Context: an optimization exercise on an open-source flow, tuned for small area. The choices shown serve that exercise and are no tape-out recipe. The RTL was checked by simulation tests, not by an equivalence proof against the original design. Power is estimated from default activity; no workload was simulated.

wip/maple:
## MULTI_FIFOS
module MULTI_FIFOS #(
    parameter DATA_WIDTH = 8,                        
    parameter FIFO_DEPTH = 16,                       
    parameter NUM_FIFOS = 4                          
)(
    input  wire CLK,
    input  wire RST_N,
    input  wire [NUM_FIFOS-1:0] WR_EN,                
    input  wire [NUM_FIFOS-1:0] RD_EN,                
    input  wire [NUM_FIFOS*DATA_WIDTH-1:0] DIN,       
    output wire [NUM_FIFOS*DATA_WIDTH-1:0] DOUT,     
    output wire [NUM_FIFOS-1:0] FULL,                
    output wire [NUM_FIFOS-1:0] EMPTY                
);
Size: roughly 560 flip-flops, about 82 I/O pins, about 20000 µm² of cells after synthesis.
clock: 5.0 ns
lec_check: 0
cap_margin: 0
core_margin: 2
core_utilization: 70
slew_margin: 0
synth_hierarchical: 1
synth_minimum_keep_size: 0
standard.sh (not shown) runs the stock make flow with config.mk's settings and CLKGATE_MAP_FILE= SYNTH_SCRIPT=/design/flow/synth_recipe.tcl, a recipe that flattens the netlist after the stock synthesis.
==> flow/flow/run.sh <==
#!/bin/bash
# Standard ORFS layout (standard.sh, unchanged synthesis) with three changes,
# all set in settings.sh: port buffers use the smallest buffer cell, clock
# tree synthesis uses small clock buffers without dummy loads, and after the
# placement repair, cells off the critical paths are sized down
# (recover.tcl). ORFS writes each step's log under orfs/logs; make's own
# output goes to flow_make.log.
set -euo pipefail
cd "$(dirname "$0")/.."
source flow/settings.sh
bash standard.sh > flow_make.log 2>&1
==> flow/flow/recover.tcl <==
# Downsize cells off the critical paths (area/power recovery) before detailed placement.
log_cmd repair_timing -recover_power 100
==> flow/flow/settings.sh <==
export BUFFER_PORTS_ARGS="-buffer_cell sky130_fd_sc_hd__buf_1"
export CTS_ARGS="-sink_clustering_enable -repair_clock_nets -dont_use_dummy_load -sink_clustering_size 10 -sink_clustering_max_diameter 40 -buf_list sky130_fd_sc_hd__clkbuf_4"
export POST_RESIZE_TCL="$PWD/flow/recover.tcl"
wip/maple: PASS, flow complete, no timing, DRC or antenna violations
## Diff of input files: wip/pepper against wip/maple
- a change of CORE_UTILIZATION from 70 to 80
==> flow/flow/run.sh <==
#!/bin/bash
# Standard ORFS layout (standard.sh, unchanged synthesis) with two changes:
# port buffers use the smallest buffer cell, and clock tree synthesis uses
# small clock buffers without dummy loads.
set -euo pipefail
cd "$(dirname "$0")/.."
source flow/settings.sh
bash standard.sh > flow_make.log 2>&1
### Flow results
- wip/pepper vs wip/maple — number of buffers added by the clock tree synthesis step dropped by a few percent
- Going from wip/maple to wip/pepper, the met3 routing resource usage after global routing was found to have gone up by 1.1 points.
- Route | wip/pepper vs wip/maple | wire longer in wip/pepper
- Utilization in wip/pepper is 10 points above wip/maple.
- Per the comparison of wip/pepper with wip/maple, post-detailed-placement half-perimeter wirelength higher, number of detailed-routing iterations run before antenna repair rose 1, power comparable, post-synthesis to final-layout area growth moved down, total vias in the final route increased by about 2.4% relative to the old numbers.
## Diff of input files: wip/harbor against wip/pepper
- CAP_MARGIN changed from 0 to 20
- SLEW_MARGIN changed from 0 to 20
- CORE_UTILIZATION changed from 80 to 60
==> flow/flow/settings.sh <==
export BUFFER_PORTS_ARGS="-buffer_cell sky130_fd_sc_hd__buf_1"
export CTS_ARGS="-sink_clustering_enable -repair_clock_nets -dont_use_dummy_load -sink_clustering_size 5 -sink_clustering_max_diameter 30 -buf_list sky130_fd_sc_hd__clkbuf_2"
export POST_RESIZE_TCL="$PWD/flow/recover.tcl"
Notes after the runs:
- Every stage of the flow completed for wip/harbor, and the final layout passed the timing, DRC and antenna checks.
- Against wip/pepper, achievable clock frequency in wip/harbor fell by a few percent.
- Measured against each other, wip/harbor and wip/pepper differ in hold slack, the higher figure coming from wip/pepper.
- In the tables for wip/harbor and wip/pepper, shortest period the worst path allows reads higher with wip/harbor.
- Going from wip/pepper to wip/harbor, signal arrival time at the worst endpoint grows by 0.10 ns.
- Reported for wip/harbor and wip/pepper, cell count after synthesis turned out identical to the last digit.
- wip/harbor vs wip/pepper: layout overhead on the synthesized area up
- The standard cells in wip/harbor occupy more silicon area than those in wip/pepper do.
- Compared to wip/pepper, the router laid down less metal wire for wip/harbor.
- Summary of wip/harbor over wip/pepper: placer congestion estimate now sits lower, number of nets at the end of the flow now sits higher.

========
MULTI_FIFOS, a different RTL version from the one above (not shown whole).
For scale: ~1000 cells after synthesis, roughly 560 flip-flops, about 82 I/O pins, roughly 20000 µm² of cells after synthesis.
Settings: LEC_CHECK=0, CAP_MARGIN=0, CORE_MARGIN=2, CORE_UTILIZATION=75, SLEW_MARGIN=0, SYNTH_HIERARCHICAL=1, SYNTH_MINIMUM_KEEP_SIZE=0; clock period 5.0 ns.
==> flow/flow/run.sh <==
#!/bin/bash
# Standard ORFS layout (standard.sh, unchanged synthesis) with three changes,
# all set in settings.sh: port buffers use the smallest buffer cell, clock
# tree synthesis uses small clock buffers without dummy loads, and after the
# placement repair, cells off the critical paths are sized down
# (recover.tcl). ORFS writes each step's log under orfs/logs; make's own
# output goes to flow_make.log.
set -euo pipefail
cd "$(dirname "$0")/.."
source flow/settings.sh
bash standard.sh > flow_make.log 2>&1
==> flow/flow/settings.sh <==
export BUFFER_PORTS_ARGS="-buffer_cell sky130_fd_sc_hd__buf_1"
export CTS_ARGS="-sink_clustering_enable -repair_clock_nets -dont_use_dummy_load -sink_clustering_size 10 -sink_clustering_max_diameter 60 -buf_list sky130_fd_sc_hd__clkbuf_4"
export POST_RESIZE_TCL="$PWD/flow/recover.tcl"
Scripts as last shown in full above: flow/flow/recover.tcl
Rerun with:
CORE_UTILIZATION = 70   (was 75)
Outcome: Global-route usage drops by 2.5 points. Setup slack is better by 11 ps. Area after synthesis is unchanged. Routed wire length fell slightly. Total power barely changes. Non-clock buffer count stays the same. Maximum frequency is higher slightly. Via count decreases slightly.

========
Another version of the RTL of MULTI_FIFOS (not shown whole).
Size in the first run: about 990 cells after synthesis, ~560 flip-flops, about 82 I/O pins.
clock: 5.0 ns
lec_check: 0
cap_margin: 20
core_margin: 2
core_utilization: 75
slew_margin: 20
synth_hierarchical: 1
synth_minimum_keep_size: 0
==> flow/flow/run.sh <==
#!/bin/bash
# Standard ORFS layout (standard.sh, unchanged synthesis) with two changes:
# port buffers use the smallest buffer cell, and clock tree synthesis uses
# small clock buffers without dummy loads.
set -euo pipefail
cd "$(dirname "$0")/.."
source flow/settings.sh
bash standard.sh > flow_make.log 2>&1
==> flow/flow/settings.sh <==
export BUFFER_PORTS_ARGS="-buffer_cell sky130_fd_sc_hd__buf_1"
export CTS_ARGS="-sink_clustering_enable -repair_clock_nets -dont_use_dummy_load -sink_clustering_size 10 -sink_clustering_max_diameter 40 -buf_list sky130_fd_sc_hd__clkbuf_4"
export POST_RESIZE_TCL="$PWD/flow/recover.tcl"
Scripts as last shown in full above: flow/flow/recover.tcl
Then changed:
Settings changed: CORE_UTILIZATION 75 to 60.
Result:
- The changed run passed the timing, DRC and antenna checks
- clock skew came out higher by 0.023 ns
- area after synthesis does not change
- wire length hardly moves
- power went up by 0.49%
- fmax goes down by 2.7%
- flip-flop and latch count stays the same
- setup slack gets worse by 0.087 ns
- die area is higher by 24%
- count of clock-buffer cells in the layout went up by 4
Then changed:
==> flow/flow/settings.sh (replaced) <==
export BUFFER_PORTS_ARGS="-buffer_cell sky130_fd_sc_hd__buf_1"
export CTS_ARGS="-sink_clustering_enable -repair_clock_nets -dont_use_dummy_load -sink_clustering_size 10 -sink_clustering_max_diameter 40 -buf_list sky130_fd_sc_hd__clkbuf_4"
removed: flow/flow/recover.tcl
Setup slack gets better by 0.15 ns.
Non-clock buffer count drops by 1.
Area after synthesis does not change.
Power is higher by about 0.5%.
First-iteration DRC count rises by about 6%.
Register-to-register slack improved by 0.36 ns.

==> re-timing with driven ports <==
No port has a modelled driver above. Below, the same layouts with a new extraction and two added sets of constraints. Step 1: set_driving_cell puts a clkbuf_16 on CLK and a buf_2 on each other input, an assumption about the parent block. Step 2 also shifts input and output timing later by t, the mid clock arrival at the registers, as if the neighbouring blocks saw the same clock. Slacks: no drivers / after step 1 / after step 2; pairs: no drivers / after step 1.
run	shift t [ns]	slack for setup (ns)	worst hold slack (ns)	worst data-port slew with drivers (ns)	cell pins on the clock port's net
wip/maple	0.728	2.088 / 2.041 / 1.567	0.135 / 0.113 / 0.414	0.05	1
wip/pepper	0.707	1.958 / 1.913 / 1.417	0.431 / 0.417 / 0.431	0.04	1
wip/harbor	0.951	1.864 / 1.814 / 1.534	0.226 / 0.202 / 0.416	0.04	1
the first run of note 2	0.695	1.655 / 1.612 / 1.453	0.324 / 0.303 / 0.413	0.04	1
the second run of note 2	0.713	1.666 / 1.621 / 1.450	0.413 / 0.413 / 0.413	0.04	1
the first run of note 3	0.715	1.878 / 1.832 / 1.502	0.412 / 0.412 / 0.412	0.04	1
the second run of note 3	0.753	1.790 / 1.748 / 1.424	0.400 / 0.396 / 0.400	0.03	1
the third run of note 3	0.760	1.943 / 1.895 / 1.713	0.384 / 0.384 / 0.384	0.03	1
After both steps every run listed still meets setup and hold. The setup slack of wip/pepper, which loses most, moves by -0.045 ns with the drivers and by -0.541 ns with both steps.
